Background: an optimization exercise with open tools, aiming at small area. Do not read the settings as production practice. The RTL was checked by simulation tests, not by an equivalence proof against the original design. The clock port is modelled as an ideal driver; clocking choices that lean on that would not hold on a real chip. Power is estimated from default activity; no workload was simulated.

**flow/flow/run.sh**
```bash
#!/bin/bash
set -euo pipefail
bash standard.sh \
  "BUFFER_PORTS_ARGS=-buffer_cell sky130_fd_sc_hd__buf_1" \
  "CTS_ARGS=-sink_clustering_enable -repair_clock_nets -dont_use_dummy_load -buf_list sky130_fd_sc_hd__clkbuf_4 -root_buf sky130_fd_sc_hd__clkbuf_4" \
  finish > standard.log 2>&1
```
**flow/standard.sh**
```bash
#!/bin/bash
# synth_recipe.tcl (not shown) runs the flow's synth.tcl, then flattens the netlist and writes it again
# the make line also repeats each setting of config.mk as NAME=value (left out here)
make -C /OpenROAD-flow-scripts/flow DESIGN_CONFIG=/design/flow/config.mk WORK_HOME=/design/flow/orfs CLKGATE_MAP_FILE= SYNTH_SCRIPT=/design/flow/synth_recipe.tcl "${@:-finish}"
```
**flow/config.mk**
```make
export PLATFORM = sky130hd
export DESIGN_NAME = axi_lite_wrapper
export DESIGN_NICKNAME = axi_lite_wrapper
export VERILOG_FILES = /design/flow/design.v
export SDC_FILE = /design/flow/constraint.sdc
export NUM_CORES = 4
export LEC_CHECK = 0
export CAP_MARGIN = 20
export CORE_MARGIN = 2
export CORE_UTILIZATION = 85
export SLEW_MARGIN = 20
```
**flow/constraint.sdc**
```tcl
create_clock -name core_clock -period 5.0 [get_ports {m00_axi_aclk}]
set_input_delay 1.0000 -clock core_clock [delete_from_list [all_inputs] [get_ports {m00_axi_aclk}]]
set_output_delay 1.0000 -clock core_clock [all_outputs]
set_load 0.01 [all_outputs]
```
**flow/design.v**
```verilog
`timescale 1 ns / 1 ps
module axi_lite_ripple_cnt #(parameter integer W = 14) (
	input  wire         clk,
	input  wire         clr,
	input  wire         inc,
	output reg  [W-1:0] q,
	output wire         co
);
	wire [W:0] t;
	assign t[0] = inc;
	assign co   = t[W];
	genvar i;
	generate
		for (i = 0; i < W; i = i + 1) begin : bit_
			assign t[i+1] = t[i] & q[i];
			always @(posedge clk)
				q[i] <= ~clr & (q[i] ^ t[i]);
		end
	endgenerate
endmodule
module axi_lite_wrapper_master_lite_v1_0_M00_AXI (
	input  wire          INIT_AXI_READ,
	input  wire          INIT_AXI_WRITE,
	input  wire          INIT_AXI_TXN,
	output reg           ERROR,
	output wire          TXN_DONE,
	input  wire          M_AXI_ACLK,
	input  wire          M_AXI_ARESETN,
	output wire [15 : 2] M_AXI_AWADDR,
	output reg           M_AXI_AWVALID,
	input  wire          M_AXI_AWREADY,
	output wire [31 : 0] M_AXI_WDATA,
	output reg           M_AXI_WVALID,
	input  wire          M_AXI_WREADY,
	input  wire [1 : 0]  M_AXI_BRESP,
	input  wire          M_AXI_BVALID,
	output reg           M_AXI_BREADY,
	output wire [15 : 2] M_AXI_ARADDR,
	output reg           M_AXI_ARVALID,
	input  wire          M_AXI_ARREADY,
	input  wire [1 : 0]  M_AXI_RRESP,
	input  wire          M_AXI_RVALID,
	output reg           M_AXI_RREADY
);
	reg         init_txn_ff, init_txn_ff2;
	reg         init_read_ff, init_read_ff2;
	reg         init_write_ff, init_write_ff2;
	reg         write_run, read_run;
	reg         writes_done, reads_done, error_reg;
	wire [9:0]  write_index, read_index;
	wire        w_last_done, r_last_done;
	wire rst   = !M_AXI_ARESETN;
	wire txn_p = init_txn_ff & !init_txn_ff2;
	wire rd_p  = init_read_ff & !init_read_ff2;
	wire wr_p  = init_write_ff & !init_write_ff2;
	wire clr   = rst | txn_p;
	wire idle  = !write_run & !read_run;
	wire w_done  = M_AXI_WVALID & M_AXI_WREADY & (M_AXI_AWREADY | !M_AXI_AWVALID);
	wire b_hs    = M_AXI_BREADY & M_AXI_BVALID;
	wire r_hs    = M_AXI_RREADY & M_AXI_RVALID;
	axi_lite_ripple_cnt #(14) awaddr_cnt (
		.clk(M_AXI_ACLK), .clr(clr), .inc(M_AXI_AWVALID & M_AXI_AWREADY),
		.q(M_AXI_AWADDR), .co());
	axi_lite_ripple_cnt #(14) araddr_cnt (
		.clk(M_AXI_ACLK), .clr(clr), .inc(M_AXI_ARVALID & M_AXI_ARREADY),
		.q(M_AXI_ARADDR), .co());
	axi_lite_ripple_cnt #(10) windex_cnt (
		.clk(M_AXI_ACLK), .clr(clr), .inc(w_done),
		.q(write_index), .co(w_last_done));
	axi_lite_ripple_cnt #(10) rindex_cnt (
		.clk(M_AXI_ACLK), .clr(clr | (r_hs & !read_run)), .inc(r_hs),
		.q(read_index), .co(r_last_done));
	assign M_AXI_WDATA  = {22'h2A8000, write_index};
	assign TXN_DONE     = writes_done | reads_done;
	always @(posedge M_AXI_ACLK) begin
		init_txn_ff2   <= init_txn_ff;
		init_read_ff2  <= init_read_ff;
		init_write_ff2 <= init_write_ff;
		if (rst) begin
			init_txn_ff   <= 1'b0;
			init_read_ff  <= 1'b0;
			init_write_ff <= 1'b0;
		end else begin
			init_txn_ff   <= INIT_AXI_TXN;
			init_read_ff  <= INIT_AXI_READ;
			init_write_ff <= INIT_AXI_WRITE;
		end
	end
	always @(posedge M_AXI_ACLK) begin
		if (clr) begin
			M_AXI_AWVALID <= 1'b0;
			M_AXI_WVALID  <= 1'b0;
			M_AXI_BREADY  <= 1'b0;
		end else if (!M_AXI_WVALID) begin
			if (write_run) begin
				M_AXI_AWVALID <= 1'b1;
				M_AXI_WVALID  <= 1'b1;
			end else if (b_hs)
				M_AXI_BREADY <= 1'b0;
		end else if (M_AXI_AWVALID & !M_AXI_AWREADY) begin
			if (b_hs)
				M_AXI_BREADY <= 1'b0;
		end else begin
			M_AXI_AWVALID <= w_done & !w_last_done;
			M_AXI_WVALID  <= !w_last_done;
			M_AXI_BREADY  <= M_AXI_WREADY | (M_AXI_BREADY & !M_AXI_AWVALID);
		end
	end
	always @(posedge M_AXI_ACLK) begin
		if (clr) begin
			M_AXI_ARVALID <= 1'b0;
			M_AXI_RREADY  <= 1'b0;
		end else if (M_AXI_ARVALID) begin
			if (M_AXI_ARREADY) begin
				M_AXI_ARVALID <= 1'b0;
				M_AXI_RREADY  <= 1'b1;
			end
		end else if (M_AXI_RREADY) begin
			if (M_AXI_RVALID) begin
				M_AXI_RREADY  <= 1'b0;
				M_AXI_ARVALID <= read_run;
			end
		end else if (read_run)
			M_AXI_ARVALID <= 1'b1;
	end
	always @(posedge M_AXI_ACLK) begin
		if (rst) begin
			write_run <= 1'b0;
			read_run  <= 1'b0;
			ERROR     <= 1'b0;
		end else if (idle) begin
			write_run <= wr_p;
			read_run  <= !wr_p & rd_p;
			if (wr_p | rd_p)
				ERROR <= 1'b0;
		end else begin
			write_run <= write_run & !writes_done;
			read_run  <= read_run & !reads_done;
			if ((write_run & !writes_done) | (read_run & !reads_done))
				ERROR <= error_reg;
		end
	end
	always @(posedge M_AXI_ACLK) begin
		if (clr) begin
			writes_done <= 1'b0;
			reads_done  <= 1'b0;
			error_reg   <= 1'b0;
		end else begin
			if ((&write_index) & b_hs)
				writes_done <= 1'b1;
			if (r_last_done)
				reads_done <= 1'b1;
			if ((b_hs & M_AXI_BRESP[1]) | (r_hs & M_AXI_RRESP[1]))
				error_reg <= 1'b1;
		end
	end
endmodule
`timescale 1 ns / 1 ps
module axi_lite_wrapper (
	input  wire          m00_axi_read,
	input  wire          m00_axi_write,
	input  wire          m00_axi_init_axi_txn,
	output wire          m00_axi_error,
	output wire          m00_axi_txn_done,
	input  wire          m00_axi_aclk,
	input  wire          m00_axi_aresetn,
	output wire [15 : 2] m00_axi_awaddr,
	output wire          m00_axi_awvalid,
	input  wire          m00_axi_awready,
	output wire [31 : 0] m00_axi_wdata,
	output wire          m00_axi_wvalid,
	input  wire          m00_axi_wready,
	input  wire [1 : 0]  m00_axi_bresp,
	input  wire          m00_axi_bvalid,
	output wire          m00_axi_bready,
	output wire [15 : 2] m00_axi_araddr,
	output wire          m00_axi_arvalid,
	input  wire          m00_axi_arready,
	input  wire [31 : 0] m00_axi_rdata,
	input  wire [1 : 0]  m00_axi_rresp,
	input  wire          m00_axi_rvalid,
	output wire          m00_axi_rready
);
	axi_lite_wrapper_master_lite_v1_0_M00_AXI core (
		.INIT_AXI_READ(m00_axi_read),
		.INIT_AXI_WRITE(m00_axi_write),
		.INIT_AXI_TXN(m00_axi_init_axi_txn),
		.ERROR(m00_axi_error),
		.TXN_DONE(m00_axi_txn_done),
		.M_AXI_ACLK(m00_axi_aclk),
		.M_AXI_ARESETN(m00_axi_aresetn),
		.M_AXI_AWADDR(m00_axi_awaddr),
		.M_AXI_AWVALID(m00_axi_awvalid),
		.M_AXI_AWREADY(m00_axi_awready),
		.M_AXI_WDATA(m00_axi_wdata),
		.M_AXI_WVALID(m00_axi_wvalid),
		.M_AXI_WREADY(m00_axi_wready),
		.M_AXI_BRESP(m00_axi_bresp),
		.M_AXI_BVALID(m00_axi_bvalid),
		.M_AXI_BREADY(m00_axi_bready),
		.M_AXI_ARADDR(m00_axi_araddr),
		.M_AXI_ARVALID(m00_axi_arvalid),
		.M_AXI_ARREADY(m00_axi_arready),
		.M_AXI_RRESP(m00_axi_rresp),
		.M_AXI_RVALID(m00_axi_rvalid),
		.M_AXI_RREADY(m00_axi_rready)
	);
endmodule
```
==> impl_metrics.tcl, run 1 <==
set metrics [dict create \
    outcome "aborted with a tool error" \
    stop_stage "global placement without I/O (3_1_place_gp_skip_io)" \
    error_line "[ERROR GPL-0301] Utilization 100.525 % exceeds 100%." \
    yosysUniqueCellTypes 33 \
    synth_seq_area_share 0.4736 \
    die_x_um 60.86 \
    netlist_area_sq_mm 0.002748 \
    syn_inst 244 \
    yosysWarnings 3 \
    rows 20 \
    ys_ff_latch 65 \
    synth_area_per_cell_sq_um 11.26 \
    start_util 0.9000 \
    dieHeight_um 60.86 \
]
## cell usage after synthesis
master,count,area (sq um)
buf_6,2,22.52
nor2b_1,2,12.51
nand3_1,1,5.000
inv_1,3,11.26
xnor2_1,2,17.52
nor2_1,8,30.03
o21ai_0,1,5.000
nand2b_1,6,37.54
nor4b_1,2,17.52
a21oi_1,5,25.02
nand4_1,3,18.77
ha_1,46,575.6
nand2_1,1,3.750
nor4_1,1,6.260
and2_1,52,325.3
a211oi_4,1,20.02
mux2i_1,1,10.01
a311oi_1,2,17.52
buf_4,23,172.7
or2_2,1,6.260
dfxtp_1,65,1301
o211ai_1,1,7.510
a211oi_1,1,7.510
o211a_1,1,10.01
and2b_2,1,8.760
and3_1,1,6.260
conb_1,2,7.510
inv_2,1,3.750
nor3_1,1,5.000
nor2_2,1,6.260
a211o_1,1,8.760
o21a_1,4,30.03
buf_2,1,5.000
## logic make-up after synthesis
kind of cell / after synthesis / synth area share
muxes: 1 / 0.003643
xor gates and xnor gates: 2 / 0.006376
buffers and inverters: 30 / 0.07832
and+or+nand+nor: 81 / 0.1781
AOI/OAI and AO/OA: 17 / 0.04782
other: 2 / 0.002733
DFF: 65 / 0.4736
adders and majority gates: 46 / 0.2095
==> inputs of run 2 (changes only) <==
--- a/flow/config.mk
+++ b/flow/config.mk
@@ -9,3 +9,3 @@
 export CORE_MARGIN = 2
-export CORE_UTILIZATION = 85
+export CORE_UTILIZATION = 70
 export SLEW_MARGIN = 20
==> impl_metrics.tcl, run 2 <==
set metrics [dict create \
    layout-drive-gt1-share 0.04620 \
    clk_latency_ns 0.39 \
    power.density_mw_per_mm2 271.8 \
    gp_congestion 0.7477 \
    worstPathRequired_ns 5.35 \
    outcome "finished clean" \
    rows 22 \
    syn_inst 244 \
    numCtsBuffers 9 \
    reg.largest.list "core.araddr_cnt.q x14, core.awaddr_cnt.q x14" \
    rr_endpoint "core.araddr_cnt.q[13]" \
    async_reset_ff_frac 0 \
    core_sq_mm 0.003716 \
    grt_max_degree 39 \
    clockRootBuffer "clkbuf_4" \
    antenna_found_initial 0 \
    end_kind "flip-flop" \
    timing.final.crit_period_ns 3.576 \
    critPathCapture "core.M_AXI_AWVALID" \
    multi_input_area_sq_mm 0.001311 \
    grt_setup_unrepaired "no" \
    clk_path_buf_depth 2 \
    ys_ff_latch 65 \
    cpLargestDelayFamily "adder cells" \
    mostFrequentLayoutCells "dfxtp_1 (65), buf_1 (56), and2_1 (52)" \
    start_util 0.7394 \
    die_area_sq_mm 0.004442 \
    crit_type "input port to flip-flop" \
    cpPeakStageDelay_ns 0.29 \
    n_fill_cell 274 \
    critPathBufInv 1 \
    reg2reg_from "core.M_AXI_ARVALID" \
    hold_violations 0 \
    dieHeight_um 66.65 \
    drt_iter0_drc 64 \
    cp_common_cell "ha_1" \
    dr.pass1.iters 4 \
    critPathMaxFanout 4 \
    num-nets-final 397 \
    grt_util_all_layers 0.2125 \
    finalCritPeriodShare 0.7152 \
    synth_seq_area_share 0.4736 \
    final_common_cell "dfxtp_1" \
    vdd_drop_max_mv 0.2416 \
    crit_path_start "m00_axi_awready" \
    yosys.area.top_type_share 0.4736 \
    power.leakage_nw 1.507 \
    cts_resized 0 \
    skew_ns 0.01955 \
    dp.cells 342 \
    yosysUniqueCellTypes 33 \
    fin_setup_tns_ns 0 \
    cp-start-kind "input port" \
    slew_viol_final 0 \
    synth_area_per_cell_sq_um 11.26 \
    yosysWarnings 3 \
    h-tree-depth 3 \
    synthToLayoutAreaGrowth_pct 7.923 \
    vias_per_cell 4.934 \
    n_antenna_cell 0 \
    port_buffers 56 \
    grt_pass1_vias 1569 \
    synth_ff_type "dfxtp_1" \
    vias 1732 \
    wirelength_um 4237 \
    cap_violations 0 \
    grt_pass1_wl_um 6782 \
    r2r_setup_slack_ns 1.79 \
    worstHoldPathType "flip-flop to flip-flop" \
    layout.cells.non_filler 351 \
    synth_area_leaders "dfxtp_1 (47%), ha_1 (21%), and2_1 (12%)" \
    synth_commonest_cells "dfxtp_1 (65), and2_1 (52), ha_1 (46), buf_4 (23), nor2_1 (8)" \
    cts_tree "built" \
    setup_violations 0 \
    wire_per_inst_um 12.07 \
    netlist_area_sq_mm 0.002748 \
    ant_nets 0 \
    relSlewSlack 0.5819 \
    overflow 0 \
    yosysMostFrequentCell "dfxtp_1" \
    seq_area_sq_mm 0.001301 \
    post_cts_buffers 0 \
    path_cells "buf_1 -> nand2b_1 -> and3_1 -> ha_1 -> ha_1 -> ha_1 -> ha_1 -> ha_1 -> ha_1 -> ha_1 -> ha_1 -> ha_1 -> ha_1 -> nand2b_1 -> a311oi_1 -> o21a_1" \
    yosys.area.top_type "dfxtp_1" \
    synth_edf_count 0 \
    postCtsHoldBufs 0 \
    slowest_stage "a311oi_1" \
    critPathArrivalTime_ns 3.92 \
    clk_pin_slew_ns 0.10 \
    dpl.hpwl_um 3183 \
    die_x_um 66.65 \
    fmax_mhz 279.6 \
    io-pin-count 113 \
    drc 0 \
    tightest_slew_ns 0.6256 \
    clkSinkCount 65 \
    reg2reg_depth 16 \
    cp.depth 16 \
]
[run 2: cell counts after synthesis]
No cell type changed its count.
[run 2: cell type report]
cell class | instances | area share
multi-input combinational | 169 | 0.4422
inverter | 4 | 0.005063
sequential | 65 | 0.4388
tap | 48 | 0.02025
clock buffer | 9 | 0.02278
timing repair buffer | 56 | 0.07089
[run 2: per-stage QoR]
| step | cell area [sq um] | hold WS [ns] | utilization | power [mW] | worst slack [ns] |
|---|---|---|---|---|---|
| after global placement | 2893 | 0.3303 | 0.7785 | 0.5815 | 1.051 |
| after floorplan | 2823 | 0.3233 | - | 0.5845 | 1.306 |
| after detailed placement | 2893 | 0.3355 | 0.7785 | 0.5822 | 1.010 |
| after global routing | 2965 | 0.3623 | 0.7980 | 0.8446 | 1.264 |
| after CTS | 2960 | 0.3548 | 0.7966 | 0.8117 | 1.413 |
| final | 2965 | 0.3534 | 0.7980 | 0.8059 | 1.424 |
[run 2: per-layer routing]
layer | vias to the layer above | wire length [um] | part of all wire | GRT usage
met5 | - | 0 | 0 | 0
met2 | 60 | 1906 | 0.45 | 0.3438
met3 | 8 | 286 | 0.068 | 0.06926
li1 | 892 | - | - | -
met4 | 0 | 84 | 0.020 | 0.1148
met1 | 772 | 1959 | 0.46 | 0.2481
[run 2: worst reg2reg max path, stage by stage, from the launching register on]
cell and delay (ns):
dfxtp_1 0.35, and2_1 0.16, ha_1 0.18, ha_1 0.19, ha_1 0.19, ha_1 0.18
ha_1 0.19, ha_1 0.18, ha_1 0.18, ha_1 0.19, ha_1 0.18, ha_1 0.18
ha_1 0.18, ha_1 0.18, ha_1 0.19, xnor2_1 0.14, nor2_1 0.05
[run 2: worst min path at each step]
stage,cells after the start,start,endpoint
3_5_place_dp,0,core.init_txn_ff,core.init_txn_ff2
3_3_place_gp,0,core.init_txn_ff,core.init_txn_ff2
2_1_floorplan,0,core.init_read_ff,core.init_read_ff2
6_report,0,core.init_read_ff,core.init_read_ff2
4_1_cts,0,core.init_read_ff,core.init_read_ff2
5_1_grt,0,core.init_txn_ff,core.init_txn_ff2
[run 2: logic make-up (layout without fill, tap and decap cells)]
kind of cell / Yosys count / after routing / share of synthesized area
AO/OA/AOI/OAI: 17 / 17 / 0.04782
XOR/XNOR: 2 / 2 / 0.006376
adder cells (fa/ha/maj): 46 / 46 / 0.2095
buffers and inverters: 30 / 69 / 0.07832
flip-flops: 65 / 65 / 0.4736
multiplexers: 1 / 1 / 0.003643
other: 2 / 22 / 0.002733
AND/OR/NAND/NOR: 81 / 81 / 0.1781
[run 2: power by group]
part	switching (mW)	internal [mW]	leakage (nW)
combinational	0.0285	0.0127	0.939
clock	0.152	0.0836	0.0414
sequential	0.00559	0.524	0.526
==> inputs of run 3 (changes only) <==
--- a/flow/design.v
+++ b/flow/design.v
@@ -5,4 +5,3 @@
 	input  wire         inc,
-	output reg  [W-1:0] q,
-	output wire         co
+	output reg  [W-1:0] q
 );
@@ -10,3 +9,2 @@
 	assign t[0] = inc;
-	assign co   = t[W];
 	genvar i;
@@ -49,4 +47,3 @@
 	reg         writes_done, reads_done, error_reg;
-	wire [9:0]  write_index, read_index;
-	wire        w_last_done, r_last_done;
+	wire [9:0]  write_index;
 	wire rst   = !M_AXI_ARESETN;
@@ -60,16 +57,12 @@
 	wire r_hs    = M_AXI_RREADY & M_AXI_RVALID;
+	wire w_last  = &write_index;
 	axi_lite_ripple_cnt #(14) awaddr_cnt (
 		.clk(M_AXI_ACLK), .clr(clr), .inc(M_AXI_AWVALID & M_AXI_AWREADY),
-		.q(M_AXI_AWADDR), .co());
+		.q(M_AXI_AWADDR));
 	axi_lite_ripple_cnt #(14) araddr_cnt (
 		.clk(M_AXI_ACLK), .clr(clr), .inc(M_AXI_ARVALID & M_AXI_ARREADY),
-		.q(M_AXI_ARADDR), .co());
-	axi_lite_ripple_cnt #(10) windex_cnt (
-		.clk(M_AXI_ACLK), .clr(clr), .inc(w_done),
-		.q(write_index), .co(w_last_done));
-	axi_lite_ripple_cnt #(10) rindex_cnt (
-		.clk(M_AXI_ACLK), .clr(clr | (r_hs & !read_run)), .inc(r_hs),
-		.q(read_index), .co(r_last_done));
-	assign M_AXI_WDATA  = {22'h2A8000, write_index};
-	assign TXN_DONE     = writes_done | reads_done;
+		.q(M_AXI_ARADDR));
+	assign write_index = M_AXI_AWADDR[11:2] - {9'd0, M_AXI_WVALID & !M_AXI_AWVALID};
+	assign M_AXI_WDATA = {22'h2A8000, write_index};
+	assign TXN_DONE    = writes_done | reads_done;
 	always @(posedge M_AXI_ACLK) begin
@@ -103,4 +96,4 @@
 		end else begin
-			M_AXI_AWVALID <= w_done & !w_last_done;
-			M_AXI_WVALID  <= !w_last_done;
+			M_AXI_AWVALID <= M_AXI_WREADY & !w_last;
+			M_AXI_WVALID  <= !(M_AXI_WREADY & w_last);
 			M_AXI_BREADY  <= M_AXI_WREADY | (M_AXI_BREADY & !M_AXI_AWVALID);
@@ -148,5 +141,5 @@
 		end else begin
-			if ((&write_index) & b_hs)
+			if (w_last & b_hs)
 				writes_done <= 1'b1;
-			if (r_last_done)
+			if (M_AXI_ARADDR[12] & r_hs)
 				reads_done <= 1'b1;
==> impl_metrics.tcl, run 3 <==
set metrics [dict create \
    outcome "finished clean" \
    rr_endpoint "core.awaddr_cnt.q[13]" \
    fin_ws_ns 1.372 \
    cts_tree "built" \
    clk_latency_ns 0.34 \
    overflow 0 \
    min_to "core.init_read_ff2" \
    dp_slack_ns 1.008 \
    fmax_mhz 275.6 \
    vdd_drop_max_mv 0.1858 \
    die_x_um 59.61 \
    wire_per_inst_um 10.46 \
    ant_nets 0 \
    dp.cells 298 \
    drt_iter0_drc 32 \
    reg.largest.list "core.araddr_cnt.q x14, core.awaddr_cnt.q x14" \
    mostFrequentLayoutCells "buf_1 (56), dfxtp_1 (45), and2_1 (32)" \
    clk_path_buf_depth 2 \
    reg2reg_depth 16 \
    timing.final.crit_period_ns 3.628 \
    wirelength_um 3169 \
    dr.pass1.iters 4 \
    rows 20 \
    antenna_found_initial 0 \
    io-pin-count 113 \
    cts_resized 0 \
    grt_max_degree 30 \
    h-tree-depth 2 \
    syn_inst 214 \
    grt_pass1_vias 1230 \
    setup_violations 0 \
    synth_seq_area_share 0.4162 \
    fin_setup_tns_ns 0 \
    critPathArrivalTime_ns 3.84 \
    port_buffers 56 \
    end_kind "flip-flop" \
    core_sq_mm 0.003003 \
    yosysMostFrequentCell "dfxtp_1" \
    slew_viol_final 0 \
    hold_ws_ns 0.3607 \
    async_reset_ff_frac 0 \
    dpl.hpwl_um 2452 \
    postCtsHoldBufs 0 \
    finalCritPeriodShare 0.7256 \
    yosys.area.top_type_share 0.4162 \
    grt_util_all_layers 0.1913 \
    synth_edf_count 0 \
    vias_per_cell 5.059 \
    grt_setup_unrepaired "no" \
    drc 0 \
    layout.cells.non_filler 303 \
    netlist_area_sq_mm 0.002165 \
    dieHeight_um 59.61 \
    critPathMaxFanout 4 \
    power.density_mw_per_mm2 241.8 \
    synth_area_leaders "dfxtp_1 (42%), ha_1 (16%), and2_1 (9.2%)" \
    tightest_slew_ns 0.7647 \
    numCtsBuffers 5 \
    holdPathStages 0 \
    hold_violations 0 \
    relSlewSlack 0.4902 \
    clkSinkCount 45 \
    power.leakage_nw 1.135 \
    n_antenna_cell 0 \
    die_area_sq_mm 0.003553 \
    clockRootBuffer "clkbuf_4" \
    ys_ff_latch 45 \
    worstHoldPathType "flip-flop to flip-flop" \
    yosysUniqueCellTypes 42 \
    clk_pin_slew_ns 0.11 \
    post_cts_buffers 0 \
    start_util 0.7208 \
    synthToLayoutAreaGrowth_pct 8.671 \
    synth_ff_type "dfxtp_1" \
    skew_ns 0.009181 \
    synth_area_per_cell_sq_um 10.11 \
    synth_commonest_cells "dfxtp_1 (45), and2_1 (32), ha_1 (28), buf_4 (22), nor2_1 (13)" \
    worstPathRequired_ns 5.22 \
    r2r_setup_slack_ns 1.76 \
    gp_congestion 0.8445 \
    reg2reg_from "core.M_AXI_AWVALID" \
    num-nets-final 346 \
    yosysWarnings 2 \
    layout-drive-gt1-share 0.05556 \
    final_common_cell "buf_1" \
    grt_pass1_wl_um 5071 \
    vias 1533 \
    cap_violations 0 \
    cp-start-kind "input port" \
    crit_type "input port to flip-flop" \
    hold_start "core.init_read_ff" \
    yosys.area.top_type "dfxtp_1" \
]
## run 3: cell type report
class | instances | area, sq um
multi-input combinational | 157 | 1136
sequential | 45 | 900.9
fill | 238 | 650.6
timing repair buffer | 56 | 210.2
tap | 33 | 41.29
clock buffer | 5 | 37.54
inverter | 7 | 26.28
## run 3: cell families (layout without fill, tap and decap cells)
| group | count (synthesis) | count (layout) | synth area share |
|---|---|---|---|
| multiplexers | 1 | 1 | 0.005202 |
| adder cells (fa/ha/maj) | 28 | 28 | 0.1619 |
| XOR/XNOR | 9 | 9 | 0.03989 |
| AND/OR/NAND/NOR | 74 | 74 | 0.2064 |
| AO/OA/AOI/OAI | 23 | 23 | 0.07341 |
| buffers and inverters | 32 | 68 | 0.09364 |
| flip-flops | 45 | 45 | 0.4162 |
| other | 2 | 22 | 0.003470 |
## run 3: layer usage
layer,global-route usage,wire length (um)
met4,0.08571,56
met5,0,0
met3,0.05240,233
met2,0.2998,1444
met1,0.2459,1434
## run 3: worst max-delay path by stage
| stage | to | cells after the start | start | slack (ns) |
|---|---|---|---|---|
| 2_1_floorplan | core.awaddr_cnt.q[13] | 16 | m00_axi_awready | 1.31 |
| 3_3_place_gp | core.awaddr_cnt.q[13] | 17 | m00_axi_awready | 1.02 |
| 4_1_cts | core.awaddr_cnt.q[13] | 17 | m00_axi_awready | 1.37 |
| 5_1_grt | core.awaddr_cnt.q[13] | 17 | m00_axi_awready | 1.21 |
| 6_report | core.awaddr_cnt.q[13] | 17 | m00_axi_awready | 1.37 |
| 3_5_place_dp | core.awaddr_cnt.q[13] | 17 | m00_axi_awready | 1.01 |
## run 3: stage by stage
stage / power (mW) / utilization / instance area (sq um)
3_5_place_dp: 0.4321 / 0.7708 / 2315
5_1_grt: 0.5990 / 0.7833 / 2352
2_1_floorplan: 0.4297 / - / 2240
4_1_cts: 0.5763 / 0.7833 / 2352
6_report: 0.5688 / 0.7833 / 2352
3_3_place_gp: 0.4316 / 0.7708 / 2315
## run 3: report_power, final
part | leakage (nW) | internal, mW | switching [mW]
Combinational | 0.748 | 0.0194 | 0.0350
Sequential | 0.365 | 0.364 | 0.00527
Clock | 0.0230 | 0.0471 | 0.0976
Total | 1.14 | 0.431 | 0.138
## run 3: worst max-delay path, stage by stage
cell     delay, ns
buf_1         0.10
and2_1        0.16
ha_1          0.17
ha_1          0.19
ha_1          0.19
ha_1          0.18
ha_1          0.18
ha_1          0.17
ha_1          0.17
ha_1          0.18
ha_1          0.18
ha_1          0.18
ha_1          0.19
ha_1          0.19
ha_1          0.19
xnor2_1       0.15
nor2_1        0.05
==> inputs of run 4 (changes only) <==
--- a/flow/design.v
+++ b/flow/design.v
@@ -17,2 +17,14 @@
 	endgenerate
+endmodule
+module axi_lite_xor2 (input wire a, input wire b, output wire y);
+	assign y = a ^ b;
+endmodule
+module axi_lite_xnor2 (input wire a, input wire b, output wire y);
+	assign y = ~(a ^ b);
+endmodule
+module axi_lite_nor2 (input wire a, input wire b, output wire y);
+	assign y = ~(a | b);
+endmodule
+module axi_lite_nand2b (input wire a_n, input wire b, output wire y);
+	assign y = ~(~a_n & b);
 endmodule
@@ -64,3 +76,13 @@
 		.q(M_AXI_ARADDR));
-	assign write_index = M_AXI_AWADDR[11:2] - {9'd0, M_AXI_WVALID & !M_AXI_AWVALID};
+	wire [10:0] w_bc;
+	assign w_bc[0] = M_AXI_WVALID & !M_AXI_AWVALID;
+	genvar gi;
+	generate
+		for (gi = 0; gi < 10; gi = gi + 2) begin : wdec
+			axi_lite_xor2   dx (.a(M_AXI_AWADDR[gi+2]), .b(w_bc[gi]),   .y(write_index[gi]));
+			axi_lite_nand2b db (.a_n(M_AXI_AWADDR[gi+2]), .b(w_bc[gi]), .y(w_bc[gi+1]));
+			axi_lite_xnor2  ox (.a(M_AXI_AWADDR[gi+3]), .b(w_bc[gi+1]), .y(write_index[gi+1]));
+			axi_lite_nor2   ob (.a(M_AXI_AWADDR[gi+3]), .b(w_bc[gi+1]), .y(w_bc[gi+2]));
+		end
+	endgenerate
 	assign M_AXI_WDATA = {22'h2A8000, write_index};
--- a/flow/flow/run.sh
+++ b/flow/flow/run.sh
@@ -2,3 +2,9 @@
 set -euo pipefail
+F=$PWD/flow
 bash standard.sh \
+  "SYNTH_SCRIPT=$F/synth.tcl" \
+  "SYNTH_KEEP_MODULES=axi_lite_xor2 axi_lite_xnor2 axi_lite_nor2 axi_lite_nand2b" \
+  "SKIP_REPAIR_TIE_FANOUT=1" \
+  "POST_FLOORPLAN_TCL=$F/merge_ties.tcl" \
+  "POST_CTS_TCL=$F/fix_clock_slew.tcl" \
   "BUFFER_PORTS_ARGS=-buffer_cell sky130_fd_sc_hd__buf_1" \
==> flow/flow/abc_area.script (new file) <==
&get -n
&st
&dch -f
&nf -a -p
&put
==> flow/flow/fix_clock_slew.tcl (new file) <==
set_propagated_clock [all_clocks]
estimate_parasitics -placement
set limit 0.11
set bigger_buf {
  sky130_fd_sc_hd__clkbuf_2 sky130_fd_sc_hd__clkbuf_4
  sky130_fd_sc_hd__clkbuf_4 sky130_fd_sc_hd__clkbuf_8
  sky130_fd_sc_hd__clkbuf_8 sky130_fd_sc_hd__clkbuf_16
}
set changed 0
foreach inst [get_cells *] {
  set m [get_property $inst ref_name]
  if {![dict exists $bigger_buf $m]} { continue }
  set out [get_pins -of_objects $inst -filter "direction==output"]
  set worst 0
  foreach p [get_pins -of_objects [get_nets -of_objects $out] -filter "direction==input"] {
    if {[get_property $p lib_pin_name] ne "CLK"} { continue }
    foreach pr {slew_max_rise slew_max_fall} {
      set s [get_property $p $pr]
      if {$s > $worst} { set worst $s }
    }
  }
  if {$worst > $limit} {
    set b [dict get $bigger_buf $m]
    puts "fix_clock_slew: [get_full_name $inst] $m -> $b (worst clock pin slew $worst ns)"
    replace_cell $inst $b
    incr changed
  }
}
if {$changed > 0} {
  detailed_placement
  check_placement -verbose
  estimate_parasitics -placement
}
==> flow/flow/merge_ties.tcl (new file) <==
# After floorplan: drive every constant from one tie cell (conb_1 has both a
# HI and a LO output) instead of one tie cell per constant.
set block [ord::get_db_block]
set keep ""
foreach inst [$block getInsts] {
  if {[[$inst getMaster] getName] ne "sky130_fd_sc_hd__conb_1"} { continue }
  if {$keep eq ""} { set keep $inst; continue }
  foreach pin {HI LO} {
    set it [$inst findITerm $pin]
    set net [$it getNet]
    if {$net eq "NULL"} { continue }
    set kit [$keep findITerm $pin]
    set knet [$kit getNet]
    $it disconnect
    if {$knet eq "NULL"} {
      $kit connect $net
    } else {
      foreach i2 [$net getITerms] { $i2 disconnect; $i2 connect $knet }
      foreach b [$net getBTerms] { $b connect $knet }
      odb::dbNet_destroy $net
    }
  }
  puts "merge_ties: removed [$inst getName]"
  odb::dbInst_destroy $inst
}
==> flow/flow/synth.tcl (new file) <==
# The standard synthesis (synth_recipe.tcl), except that ABC maps the
# logic with an area-oriented script (abc_area.script beside this file).
# The flip-flops are mapped before ABC runs, so the registers, their names and
# their cells are the standard synthesis's.
set ::my_abc_script [file join [file dirname [file normalize [info script]]] abc_area.script]
proc synth {args} { yosys synth -nofsm -noshare {*}$args }
proc abc {args} {
  set i [lsearch -exact $args -script]
  if {$i >= 0} { lset args [expr {$i + 1}] $::my_abc_script }
  puts "abc with the area script: $args"
  yosys abc {*}$args
}
source $::env(SCRIPTS_DIR)/synth.tcl
# left out here: clear keep_hierarchy, flatten, clean up, hide names made inside functions, write 1_2_yosys.v
--- a/flow/config.mk
+++ b/flow/config.mk
@@ -8,4 +8,4 @@
 export CAP_MARGIN = 20
-export CORE_MARGIN = 2
-export CORE_UTILIZATION = 70
+export CORE_AREA = 2 2 59 59
+export DIE_AREA = 0 0 61 61
 export SLEW_MARGIN = 20
==> impl_metrics.tcl, run 4 <==
set metrics [dict create \
    seq_area_sq_um 900.9 \
    cap_violations 0 \
    dpl.hpwl_um 2581 \
    netlist_area_sq_mm 0.002029 \
    dr.pass1.iters 4 \
    io-pin-count 113 \
    synthToLayoutAreaGrowth_pct 8.076 \
    multi_input_area_sq_um 944.7 \
    antenna_found_initial 0 \
    clk_latency_ns 0.33 \
    dp_slack_ns 1.026 \
    worstPathRequired_ns 5.20 \
    slew_viol_final 0 \
    gp_congestion 0.6972 \
    finalCritPeriodShare 0.7262 \
    grt_util_all_layers 0.1902 \
    start_util 0.6593 \
    postLayoutCoreUtil 0.7126 \
    critPathMaxFanout 2 \
    n_antenna_cell 0 \
    reg2reg_from "core.M_AXI_AWVALID" \
    grt_setup_unrepaired "no" \
    hold_ws_ns 0.3531 \
    layout-drive-gt1-share 0.02929 \
    vdd_drop_max_mv 0.2795 \
    synth_area_leaders "dfxtp_1 (44%), ha_1 (16%), nor2b_1 (9.2%)" \
    yosysUniqueCellTypes 25 \
    final_common_cell "buf_1" \
    vias 1423 \
    vias_per_cell 5.028 \
    port_buffers 56 \
    rows 20 \
    finalInstanceArea_sq_mm 0.002193 \
    critPathArrivalTime_ns 3.83 \
    fmax_mhz 275.4 \
    grt_pass1_wl_um 5161 \
    synth_ff_type "dfxtp_1" \
    synth_seq_area_share 0.4439 \
    mostFrequentLayoutCells "buf_1 (56), dfxtp_1 (45), nor2b_1 (30)" \
    wirelength_um 3274 \
    ys_ff_latch 45 \
    power.density_mw_per_mm2 271.8 \
    core_sq_mm 0.003078 \
    clkSinkCount 45 \
    yosys.area.top_type_share 0.4439 \
    n_fill_cell 282 \
    wire_per_inst_um 11.57 \
    power.leakage_nw 0.9744 \
    reg.largest.list "core.araddr_cnt.q x14, core.awaddr_cnt.q x14" \
    worstHoldPathType "flip-flop to flip-flop" \
    die_area_sq_mm 0.003721 \
    hold_violations 0 \
    grt_pass1_vias 1282 \
    cp-start-kind "input port" \
    skew_ns 0.01607 \
    yosys.area.top_type "dfxtp_1" \
    dieHeight_um 61 \
    overflow 0 \
    yosysWarnings 2 \
    grt_max_degree 37 \
    dpl_cell_area_sq_mm 0.002137 \
    fin_setup_tns_ns 0 \
    fin_ws_ns 1.369 \
    ant_nets 0 \
    drc 0 \
    synth_commonest_cells "dfxtp_1 (45), nor2b_1 (30), ha_1 (26), buf_4 (22), nand2b_1 (10)" \
    clk_pin_slew_ns 0.08 \
    async_reset_ff_frac 0 \
    yosysMostFrequentCell "dfxtp_1" \
    num-nets-final 314 \
    end_kind "flip-flop" \
    hold_start "core.init_read_ff" \
    drt_iter0_drc 45 \
    die_x_um 61 \
    synth_area_per_cell_sq_um 10.15 \
    crit_path_start "m00_axi_arready" \
    outcome "finished clean" \
    synth_edf_count 0 \
    syn_inst 200 \
    cts_tree "built" \
    setup_violations 0 \
    timing.final.crit_period_ns 3.631 \
    crit_type "input port to flip-flop" \
]
[run 4: area by class of cell]
class,instances,share of cell area
multi-input cells,127,0.4307
repair buffers,57,0.09926
inverters,5,0.008557
well taps,44,0.02510
clock buffers,5,0.02567
flip-flops and latches,45,0.4107
[run 4: cell families (layout without fill, tap and decap cells)]
kind of cell | after synthesis | after routing | synth area share
flip-flops | 45 | 45 | 0.4439
AND/OR/NAND/NOR | 71 | 71 | 0.1985
buffers and inverters | 27 | 67 | 0.09063
adder cells (fa/ha/maj) | 26 | 26 | 0.1603
AO/OA/AOI/OAI | 17 | 17 | 0.05117
other | 2 | 1 | 0.003701
XOR/XNOR | 12 | 12 | 0.05179
[run 4: stage by stage]
stage	instances	power, mW
final	283	0.5962
after global routing	283	0.6262
after detailed placement	278	0.4304
after global placement	278	0.4278
after floorplan	200	0.4259
[run 4: per-module statistics from Yosys (local to each module, per instance)]
module,cells,flops+latches,area (sq um)
axi_lite_nand2b,1,0,6.256
axi_lite_nor2,1,0,3.754
axi_lite_xor2,1,0,8.758
axi_lite_wrapper,181,45,1896
axi_lite_xnor2,1,0,8.758
[run 4: routing by layer]
layer  track usage  routed length [um]
met3       0.04904                 188
met2        0.3518                1666
met5             0                   0
met4       0.07453                  34
met1        0.2056                1384
[run 4: path summary, 6_finish.rpt]
kind                                               to  slack (ns)  cells past startpoint
worst max register to register  core.awaddr_cnt.q[12]        1.76                     15
worst max-delay path            core.araddr_cnt.q[13]        1.37                     17
worst min-delay path               core.init_read_ff2        0.35                      0
worst min register to register     core.init_read_ff2        0.35                      0
[run 4: power breakdown]
part	total, mW	internal, mW	switching (mW)
Combinational	0.0522	0.0166	0.0356
Clock	0.174	0.0727	0.102
Sequential	0.370	0.365	0.00519
Total	0.596	0.454	0.142
[run 4: worst max-delay path, cell delays in order]
cell and delay [ns]:
buf_1 0.08, and2_0 0.15, ha_1 0.18, ha_1 0.18
ha_1 0.19, ha_1 0.18, ha_1 0.17, ha_1 0.18
ha_1 0.18, ha_1 0.18, ha_1 0.18, ha_1 0.18
ha_1 0.18, ha_1 0.19, ha_1 0.19, xnor2_1 0.16
nor2_1 0.06
==> inputs of run 5 (changes only) <==
--- a/flow/design.v
+++ b/flow/design.v
@@ -7,4 +7,6 @@
 );
-	wire [W:0] t;
-	assign t[0] = inc;
+	wire [W-1:0] c;    
+	wire [W-1:0] x;    
+	wire [W-1:0] d;
+	assign c[0] = inc;
 	genvar i;
@@ -12,5 +14,16 @@
 		for (i = 0; i < W; i = i + 1) begin : bit_
-			assign t[i+1] = t[i] & q[i];
+			if (i % 2 == 0) begin : ev
+				axi_lite_xnor2 gx (.a(q[i]), .b(c[i]), .y(x[i]));
+				if (i < W - 1) begin : cy
+					axi_lite_nand2 gc (.a(q[i]), .b(c[i]), .y(c[i+1]));
+				end
+			end else begin : od
+				axi_lite_xor2  gx (.a(q[i]), .b(c[i]), .y(x[i]));
+				if (i < W - 1) begin : cy
+					axi_lite_nor2b gc (.a(c[i]), .b_n(q[i]), .y(c[i+1]));
+				end
+			end
+			axi_lite_nor2 gd (.a(clr), .b(x[i]), .y(d[i]));
 			always @(posedge clk)
-				q[i] <= ~clr & (q[i] ^ t[i]);
+				q[i] <= d[i];
 		end
@@ -26,2 +39,8 @@
 	assign y = ~(a | b);
+endmodule
+module axi_lite_nand2 (input wire a, input wire b, output wire y);
+	assign y = ~(a & b);
+endmodule
+module axi_lite_nor2b (input wire a, input wire b_n, output wire y);
+	assign y = ~(a | ~b_n);
 endmodule
@@ -76,3 +95,3 @@
 		.q(M_AXI_ARADDR));
-	wire [10:0] w_bc;
+	wire [9:0]  w_bc;
 	assign w_bc[0] = M_AXI_WVALID & !M_AXI_AWVALID;
@@ -84,3 +103,5 @@
 			axi_lite_xnor2  ox (.a(M_AXI_AWADDR[gi+3]), .b(w_bc[gi+1]), .y(write_index[gi+1]));
-			axi_lite_nor2   ob (.a(M_AXI_AWADDR[gi+3]), .b(w_bc[gi+1]), .y(w_bc[gi+2]));
+			if (gi < 8) begin : bo
+				axi_lite_nor2 ob (.a(M_AXI_AWADDR[gi+3]), .b(w_bc[gi+1]), .y(w_bc[gi+2]));
+			end
 		end
--- a/flow/flow/run.sh
+++ b/flow/flow/run.sh
@@ -5,3 +5,3 @@
   "SYNTH_SCRIPT=$F/synth.tcl" \
-  "SYNTH_KEEP_MODULES=axi_lite_xor2 axi_lite_xnor2 axi_lite_nor2 axi_lite_nand2b" \
+  "SYNTH_KEEP_MODULES=axi_lite_xor2 axi_lite_xnor2 axi_lite_nor2 axi_lite_nand2 axi_lite_nor2b axi_lite_nand2b" \
   "SKIP_REPAIR_TIE_FANOUT=1" \
==> impl_metrics.tcl, run 5 <==
set metrics [dict create \
    power.leakage_nw 0.6845 \
    gp_congestion 0.7986 \
    synthToLayoutAreaGrowth_pct 7.658 \
    mostFrequentLayoutCells "buf_1 (56), dfxtp_1 (45), nor2_1 (38)" \
    yosys.area.top_type_share 0.4557 \
    start_util 0.6423 \
    async_reset_ff_frac 0 \
    final_common_cell "buf_1" \
    p_total_uw 573.5 \
    cts_tree "built" \
    setup_violations 0 \
    end_kind "primary output" \
    vias_per_cell 4.760 \
    layout.cells.non_filler 308 \
    dpl.hpwl_um 2427 \
    grt_setup_unrepaired "no" \
    worstHoldPathType "flip-flop to flip-flop" \
    clk_pin_slew_ns 0.10 \
    grt_pass1_wl_um 5126 \
    hold_ws_ns 0.3566 \
    layout-drive-gt1-share 0.02652 \
    worstPathRequired_ns 4.00 \
    grt_util_all_layers 0.1866 \
    synth_area_leaders "dfxtp_1 (46%), xnor2_1 (8.4%), xor2_1 (8.4%)" \
    synth_edf_count 0 \
    yosysMostFrequentCell "dfxtp_1" \
    clk_latency_ns 0.33 \
    tightest_slew_ns 0.6265 \
    die_area_sq_mm 0.003721 \
    vdd_drop_max_mv 0.2248 \
    skew_ns 0.01884 \
    dieHeight_um 61 \
    netlist_area_sq_mm 0.001977 \
    rows 20 \
    ant_nets 0 \
    yosysWarnings 2 \
    die_x_um 61 \
    ys_ff_latch 45 \
    synth_ff_type "dfxtp_1" \
    timing.final.crit_period_ns 3.761 \
    overflow 0 \
    yosys.area.top_type "dfxtp_1" \
    grt_pass1_vias 1278 \
    critPathMaxFanout 6 \
    yosysUniqueCellTypes 22 \
    n_fill_cell 281 \
    finalCritPeriodShare 0.7522 \
    num-nets-final 313 \
    reg.largest.list "core.araddr_cnt.q x14, core.awaddr_cnt.q x14" \
    synth_area_per_cell_sq_um 8.786 \
    drt_iter0_drc 36 \
    dp.cells 303 \
    wire_per_inst_um 10.31 \
    fin_setup_tns_ns 0 \
    port_buffers 56 \
    grt_max_degree 23 \
    outcome "finished clean" \
    hold_violations 0 \
    crit_type "flip-flop to primary output" \
    clkSinkCount 45 \
    syn_inst 225 \
    synth_seq_area_share 0.4557 \
    cap_violations 0 \
    critPathArrivalTime_ns 2.76 \
    n_antenna_cell 0 \
    fmax_mhz 265.9 \
    antenna_found_initial 0 \
    vias 1466 \
    relSlewSlack 0.5823 \
    wirelength_um 3176 \
    io-pin-count 113 \
    core_sq_mm 0.003078 \
    slew_viol_final 0 \
    synth_commonest_cells "dfxtp_1 (45), nor2_1 (38), buf_4 (22)" \
    drc 0 \
    cp-start-kind "flip-flop" \
    power.density_mw_per_mm2 269.5 \
    dr.pass1.iters 4 \
]
==> run 5: changes by cell type after synthesis, sizes merged, moves of 2 or more <==
cell	before	now
nor2	9	38
ha	26	0
nor2b	30	15
xor2	5	19
nand2	6	19
xnor2	7	19
a31oi	3	6
a21oi	7	5
nand2b	10	8
==> run 5: path summary, 6_finish.rpt <==
kind,startpoint,end,slack [ns],cells after the start
hold / removal,core.init_read_ff,core.init_read_ff2,0.36,0
setup / recovery,core.M_AXI_WVALID,m00_axi_wdata[9],1.24,13
hold reg to reg,core.init_read_ff,core.init_read_ff2,0.36,0
setup reg to reg,core.M_AXI_WVALID,core.M_AXI_WVALID,1.85,16
==> run 5: cells by family after synthesis <==
kind of cell	share of synthesized area
compound gates	0.05507
xor+xnor	0.1684
buf+inv	0.09494
simple gates	0.2222
flops	0.4557
other cells	0.003799
==> run 5: per-module statistics from Yosys, one instance, submodules excluded <==
module,flops+latches,cells
axi_lite_nand2,0,1
axi_lite_xnor2,0,1
axi_lite_nor2,0,1
axi_lite_nand2b,0,1
axi_lite_nor2b,0,1
axi_lite_wrapper,45,124
axi_lite_xor2,0,1
==> run 5: final cells by class <==
class | count | area, sq um | area share
clock buffers | 5 | 43.79 | 0.02058
inverters | 6 | 22.52 | 0.01058
multi-input cells | 151 | 888.4 | 0.4174
flip-flops and latches | 45 | 900.9 | 0.4233
well taps | 44 | 55.05 | 0.02587
repair buffers | 57 | 217.7 | 0.1023
==> run 5: through the flow <==
stage | util | worst slack, ns | instance area [sq um]
6_report | 0.6915 | 1.239 | 2128
2_1_floorplan | - | 1.784 | 1977
3_3_place_gp | 0.6772 | 1.566 | 2085
5_1_grt | 0.6915 | 0.8961 | 2128
3_5_place_dp | 0.6772 | 1.528 | 2085
==> run 5: power breakdown <==
group / switching (mW) / leakage [nW] / internal, mW
Combinational: 0.0350 / 0.294 / 0.0166
Sequential: 0.00488 / 0.365 / 0.364
Clock: 0.0969 / 0.0256 / 0.0557
Total: 0.137 / 0.684 / 0.437
==> run 5: layer usage <==
metal | track usage | up-vias | part of all wire
met4 | 0.08696 | 0 | 0.014
li1 | - | 768 | -
met3 | 0.05117 | 5 | 0.068
met2 | 0.3057 | 44 | 0.47
met5 | 0 | - | 0
met1 | 0.2283 | 649 | 0.45
==> run 5: critical path, cell delays in order, from the launching register on <==
cell	delay [ns]
dfxtp_1	0.44
clkinv_1	0.11
nor2_1	0.24
nand2b_1	0.15
nor2_1	0.19
nand2b_1	0.11
nor2_1	0.17
nand2b_1	0.11
nor2_1	0.17
nand2b_1	0.10
nor2_1	0.17
nand2b_1	0.09
xnor2_1	0.21
buf_1	0.17
==> inputs of run 6 (changes only) <==
==> flow/flow/abc_area.script (replaced) <==
&get -n
&st
&syn2
&dch -f
&nf -a -R 1000
&put
--- a/flow/config.mk
+++ b/flow/config.mk
@@ -10,2 +10,3 @@
 export DIE_AREA = 0 0 61 61
+export PLACE_DENSITY = 0.85
 export SLEW_MARGIN = 20
==> impl_metrics.tcl, run 6 <==
set metrics [dict create \
    outcome "finished clean" \
    yosysWarnings 2 \
    hold_violations 0 \
    n_antenna_cell 0 \
    synth_edf_count 0 \
    reg.largest.list "core.araddr_cnt.q x14, core.awaddr_cnt.q x14" \
    syn_inst 222 \
    grt_util_all_layers 0.1813 \
    io-pin-count 113 \
    grt_pass1_wl_um 5016 \
    yosys.area.top_type "dfxtp_1" \
    port_buffers 56 \
    rows 20 \
    netlist_area_sq_mm 0.001969 \
    grt_max_degree 28 \
    overflow 0 \
    hold_start "core.init_read_ff" \
    drc 0 \
    synthToLayoutAreaGrowth_pct 7.687 \
    yosysMostFrequentCell "dfxtp_1" \
    timing.final.crit_period_ns 3.765 \
    vias 1440 \
    wirelength_um 3158 \
    slowest_stage "dfxtp_1" \
    clk_latency_ns 0.33 \
    clk_pin_slew_ns 0.10 \
    fin_setup_tns_ns 0 \
    final_common_cell "buf_1" \
    ys_ff_latch 45 \
    dp.cells 300 \
    vias_per_cell 4.721 \
    cpPeakStageDelay_ns 0.45 \
    skew_ns 0.02118 \
    setup_violations 0 \
    async_reset_ff_frac 0 \
    start_util 0.6398 \
    path_cells "nor2b_1 -> nand2b_1 -> nor2_1 -> nand2b_1 -> nor2_1 -> nand2b_1 -> nor2_1 -> nand2b_1 -> nor2_1 -> nand2b_1 -> xnor2_1 -> buf_1" \
    grt_setup_unrepaired "no" \
    die_x_um 61 \
    worstHoldPathType "flip-flop to flip-flop" \
    mostFrequentLayoutCells "buf_1 (56), dfxtp_1 (45), nor2_1 (39)" \
    crit_type "flip-flop to primary output" \
    yosys.area.top_type_share 0.4574 \
    slew_viol_final 0 \
    finalCritPeriodShare 0.7529 \
    worstPathRequired_ns 4.00 \
    dpl.hpwl_um 2398 \
    vdd_drop_max_mv 0.2123 \
    grt_pass1_vias 1208 \
    layout.cells.non_filler 305 \
    cap_violations 0 \
    cp_common_cell "nand2b_1" \
    ant_nets 0 \
    synth_area_per_cell_sq_um 8.871 \
    drt_iter0_drc 33 \
    reg2reg_from "core.M_AXI_WVALID" \
    synth_commonest_cells "dfxtp_1 (45), nor2_1 (39), buf_4 (22), xnor2_1 (19), xor2_1 (19)" \
    antenna_found_initial 0 \
    dieHeight_um 61 \
    r2r_setup_slack_ns 1.77 \
    layout-drive-gt1-share 0.02682 \
    yosysUniqueCellTypes 22 \
    power.density_mw_per_mm2 275.0 \
    core_sq_mm 0.003078 \
    synth_ff_type "dfxtp_1" \
    power.leakage_nw 0.6855 \
    clkSinkCount 45 \
    gp_congestion 0.7020 \
    wire_per_inst_um 10.35 \
    die_area_sq_mm 0.003721 \
    synth_area_leaders "dfxtp_1 (46%), xnor2_1 (8.4%), xor2_1 (8.4%)" \
    end_kind "primary output" \
    cp-start-kind "flip-flop" \
    fmax_mhz 265.6 \
    crit_path_start "core.M_AXI_WVALID" \
    cts_tree "built" \
    critPathArrivalTime_ns 2.76 \
    num-nets-final 310 \
    dr.pass1.iters 4 \
    synth_seq_area_share 0.4574 \
    critPathMaxFanout 7 \
]
==> run 6: cell types whose count changed in the layout (fill, tap and decap cells not counted), sizes merged, moves of 2 or more <==
cell,delta
a31oi,-3
nand3,-2
nand2b,+3
clkinv,-4
a21oi,+2
nor3,+2
o21ai,+2
nand2,-3
==> run 6: critical path: cells and delay by family, from the launching register on <==
kind / cells / cell delay, ns
simple gates: 10 / 1.61
flops: 1 / 0.45
buf+inv: 1 / 0.17
xor+xnor: 1 / 0.20
==> run 6: worst paths after layout <==
| kind | to | cells after the start |
|---|---|---|
| hold reg to reg | core.init_read_ff2 | 0 |
| setup / recovery | m00_axi_wdata[9] | 12 |
| setup reg to reg | core.M_AXI_AWVALID | 16 |
| hold / removal | core.init_read_ff2 | 0 |
==> run 6: per-stage QoR <==
stage / power (mW) / hold WS, ns / util / cell area, sq um / setup WS (ns)
after detailed placement: 0.4358 / 0.3347 / 0.6748 / 2077 / 1.471
after floorplan: 0.4311 / 0.3233 / - / 1969 / 1.729
after global placement: 0.4343 / 0.3326 / 0.6748 / 2077 / 1.541
after global routing: 0.6090 / 0.3686 / 0.6890 / 2121 / 0.9786
final: 0.5832 / 0.3545 / 0.6890 / 2121 / 1.235
==> run 6: area by class of cell <==
class | instances | area, sq um
Tap cell | 44 | 55.05
Timing Repair Buffer | 57 | 217.7
Sequential cell | 45 | 900.9
Inverter | 2 | 7.507
Clock buffer | 5 | 43.79
Multi-Input combinational cell | 152 | 895.9
Fill cell | 273 | 957.2
==> run 6: cells by family after synthesis <==
kind of cell | after synthesis | synth area share
DFF | 45 | 0.4574
AOI/OAI and AO/OA | 18 | 0.05210
buffers and inverters | 24 | 0.08768
and+or+nand+nor | 95 | 0.2300
xor gates and xnor gates | 38 | 0.1690
other | 2 | 0.003813
==> run 6: metal layers <==
metal	global-route usage	share of wire	vias up
met5	0	0	-
met3	0.04904	0.060	5
li1	-	-	763
met4	0.08385	0.017	0
met2	0.3057	0.46	42
met1	0.2147	0.46	630
==> run 6: per-module statistics from Yosys (local to each module, per instance), excerpt <==
module,cell area (sq um),cells inside,copies in the design
axi_lite_nand2,3.754,1,14
axi_lite_nand2b,6.256,1,5
axi_lite_nor2,3.754,1,32
axi_lite_nor2b,6.256,1,12
axi_lite_wrapper,1358,121,1
axi_lite_xnor2,8.758,1,19
==> run 6: report_power, final <==
part | internal, mW | total, mW | switching, mW
Sequential | 0.366 | 0.372 | 0.00628
Combinational | 0.0191 | 0.0553 | 0.0361
Clock | 0.0558 | 0.156 | 0.100
==> inputs of run 7 (changes only) <==
--- a/flow/config.mk
+++ b/flow/config.mk
@@ -8,5 +8,5 @@
 export CAP_MARGIN = 20
-export CORE_AREA = 2 2 59 59
-export DIE_AREA = 0 0 61 61
-export PLACE_DENSITY = 0.85
+export CORE_AREA = 2 2 58 58
+export DIE_AREA = 0 0 60 60
+export PLACE_DENSITY = 0.95
 export SLEW_MARGIN = 20
==> impl_metrics.tcl, run 7 <==
set metrics [dict create \
    outcome "finished clean" \
    clk_pin_slew_ns 0.10 \
    wire_per_inst_um 10.42 \
    start_util 0.6504 \
    port_buffers 56 \
    clk_latency_ns 0.35 \
    netlist_area_sq_mm 0.001969 \
    fin_setup_tns_ns 0 \
    p_total_uw 589.4 \
    cap_violations 0 \
    slowest_stage "dfxtp_1" \
    skew_ns 0.03366 \
    dieHeight_um 60 \
    layout.cells.non_filler 305 \
    critPathMaxFanout 7 \
    fmax_mhz 269.7 \
    dp.cells 300 \
    cp_common_cell "nand2b_1" \
    synth_seq_area_share 0.4574 \
    final_common_cell "buf_1" \
    clkSinkCount 45 \
    cts_tree "built" \
    io-pin-count 113 \
    mostFrequentLayoutCells "buf_1 (56), dfxtp_1 (45), nor2_1 (39)" \
    setup_violations 0 \
    rows 20 \
    reg.largest.list "core.araddr_cnt.q x14, core.awaddr_cnt.q x14" \
    worstPathRequired_ns 4.00 \
    drc 0 \
    vias_per_cell 4.810 \
    vdd_drop_max_mv 0.2081 \
    dr.pass1.iters 4 \
    antenna_found_initial 0 \
    yosysUniqueCellTypes 22 \
    timing.final.crit_period_ns 3.708 \
    grt_util_all_layers 0.1944 \
    wirelength_um 3179 \
    num-nets-final 310 \
    vias 1467 \
    core_sq_mm 0.003028 \
    ys_ff_latch 45 \
    yosysWarnings 2 \
    worstHoldPathType "flip-flop to flip-flop" \
    yosys.area.top_type "dfxtp_1" \
    hold_violations 0 \
    overflow 0 \
    grt_pass1_wl_um 5140 \
    crit_type "flip-flop to primary output" \
    path_cells "nor2b_1 -> nand2b_1 -> nor2_1 -> nand2b_1 -> nor2_1 -> nand2b_1 -> nor2_1 -> nand2b_1 -> nor2_1 -> nand2b_1 -> xnor2_1 -> buf_1" \
    slew_viol_final 0 \
    cpPeakStageDelay_ns 0.44 \
    synth_area_per_cell_sq_um 8.871 \
    async_reset_ff_frac 0 \
    power.density_mw_per_mm2 277.1 \
    grt_pass1_vias 1277 \
    die_x_um 60 \
    finalCritPeriodShare 0.7417 \
    grt_max_degree 29 \
    power.leakage_nw 0.6881 \
    cp-start-kind "flip-flop" \
    postLayoutCoreUtil 0.7025 \
    n_antenna_cell 0 \
    drt_iter0_drc 41 \
    hold_ws_ns 0.3552 \
    synth_area_leaders "dfxtp_1 (46%), xnor2_1 (8.4%), xor2_1 (8.4%)" \
    dpl_cell_area_sq_mm 0.002077 \
    end_kind "primary output" \
    yosysMostFrequentCell "dfxtp_1" \
    syn_inst 222 \
    die_area_sq_mm 0.003600 \
    dpl.hpwl_um 2425 \
    cpLargestDelayFamily "simple AND/OR/NAND/NOR gates" \
    ant_nets 0 \
    grt_setup_unrepaired "no" \
    synth_edf_count 0 \
    synthToLayoutAreaGrowth_pct 8.005 \
    synth_commonest_cells "dfxtp_1 (45), nor2_1 (39), buf_4 (22), xnor2_1 (19), xor2_1 (19)" \
    yosys.area.top_type_share 0.4574 \
    gp_congestion 0.8019 \
    layout-drive-gt1-share 0.02682 \
    finalInstanceArea_sq_mm 0.002127 \
    synth_ff_type "dfxtp_1" \
    critPathBufInv 1 \
    fin_ws_ns 1.292 \
    dp_slack_ns 1.419 \
    critPathArrivalTime_ns 2.71 \
]
## run 7: cell counts after synthesis
No cell type changed its count.
## run 7: power by group
group | leakage [nW] | switching (mW) | internal, mW
Combinational | 0.295 | 0.0360 | 0.0191
Clock | 0.0282 | 0.0979 | 0.0641
Sequential | 0.365 | 0.00646 | 0.366
Total | 0.688 | 0.140 | 0.449
## run 7: kinds of logic (layout without fill, tap and decap cells)
| family | count (synthesis) | count (layout) | share of synthesized area |
|---|---|---|---|
| xor gates and xnor gates | 38 | 38 | 0.1690 |
| DFF | 45 | 45 | 0.4574 |
| other | 2 | 1 | 0.003813 |
| AOI/OAI and AO/OA | 18 | 18 | 0.05210 |
| and+or+nand+nor | 95 | 95 | 0.2300 |
| buffers and inverters | 24 | 64 | 0.08768 |
## run 7: metal layers
metal  GRT usage  part of all wire  routed length (um)  vias to the layer above
met1      0.2182              0.43                1375                      650
met3     0.05195             0.060                 191                        7
met5           0                 0                   0                        -
met4      0.1079             0.020                  64                        0
li1            -                 -                   -                      766
met2      0.3307              0.49                1548                       44
## run 7: modules after synthesis (local to each module, per instance)
| module | cells inside | flip-flops and latches | cell area [sq um] | copies in the design |
|---|---|---|---|---|
| axi_lite_nand2 | 1 | 0 | 3.754 | 14 |
| axi_lite_xor2 | 1 | 0 | 8.758 | 19 |
| axi_lite_nor2b | 1 | 0 | 6.256 | 12 |
| axi_lite_wrapper | 121 | 45 | 1358 | 1 |
| axi_lite_nand2b | 1 | 0 | 6.256 | 5 |
| axi_lite_xnor2 | 1 | 0 | 8.758 | 19 |
| axi_lite_nor2 | 1 | 0 | 3.754 | 32 |
## run 7: area by class of cell
cell class	instances	area [sq um]
Sequential cell	45	900.9
Multi-Input combinational cell	152	895.9
Inverter	2	7.507
Tap cell	44	55.05
Fill cell	233	900.9
Clock buffer	5	50.05
Timing Repair Buffer	57	217.7
## run 7: final timing paths
check	start	to	slack (ns)	cells past startpoint
max	core.M_AXI_WVALID	m00_axi_wdata[9]	1.29	12
min	core.init_read_ff	core.init_read_ff2	0.36	0
max reg2reg	core.M_AXI_WVALID	core.M_AXI_AWVALID	1.82	16
min reg2reg	core.init_read_ff	core.init_read_ff2	0.36	0
## run 7: worst register-to-register path, cell delays in order, from the launching register on
cell      delay [ns]
dfxtp_1         0.44
nor2b_1         0.32
nand2b_1        0.14
nor2_1          0.18
nand2b_1        0.11
nor2_1          0.18
nand2b_1        0.11
nor2_1          0.18
nand2b_1        0.11
nor2_1          0.17
nand2b_1        0.09
xnor2_1         0.20
nand4_1         0.14
nor3_1          0.32
clkinv_1        0.15
a21oi_1         0.17
nor3_1          0.06

[port drivers added, routing unchanged]
The flow's constraints put no driver on any port. The routed layouts listed below were extracted and timed again, unchanged, in two steps.
Step 1, drivers: a clkbuf_16 drives m00_axi_aclk and a buf_2 each remaining input, both assumed.
Step 2 moves the port delays by t, midway between the first and last clock arrival at a register: inputs arrive t later, outputs are due t later. That takes back most of the time a late clock gives input paths.
Slacks: ideal / step 1 / step 2; pairs: ideal / step 1.
run | shift t [ns] | setup slack, ns | worst setup path at the end | worst slew at a driven data input, ns
run 2 | 0.406 | 1.424 / 1.417 / 1.011 | input to register | 0.04
run 3 | 0.355 | 1.372 / 1.375 / 1.019 | input to register | 0.03
run 4 | 0.346 | 1.369 / 1.362 / 1.024 | input to register | 0.03
run 5 | 0.348 | 1.239 / 1.216 / 1.536 | input to register | 0.03
run 6 | 0.344 | 1.235 / 1.214 / 1.468 | input to register | 0.03
run 7 | 0.351 | 1.292 / 1.269 / 1.411 | input to register | 0.03
After both steps every run listed still meets setup and hold. For run 2, which loses most, drivers alone change the setup slack by -0.007 ns; drivers and shift together by -0.413 ns.
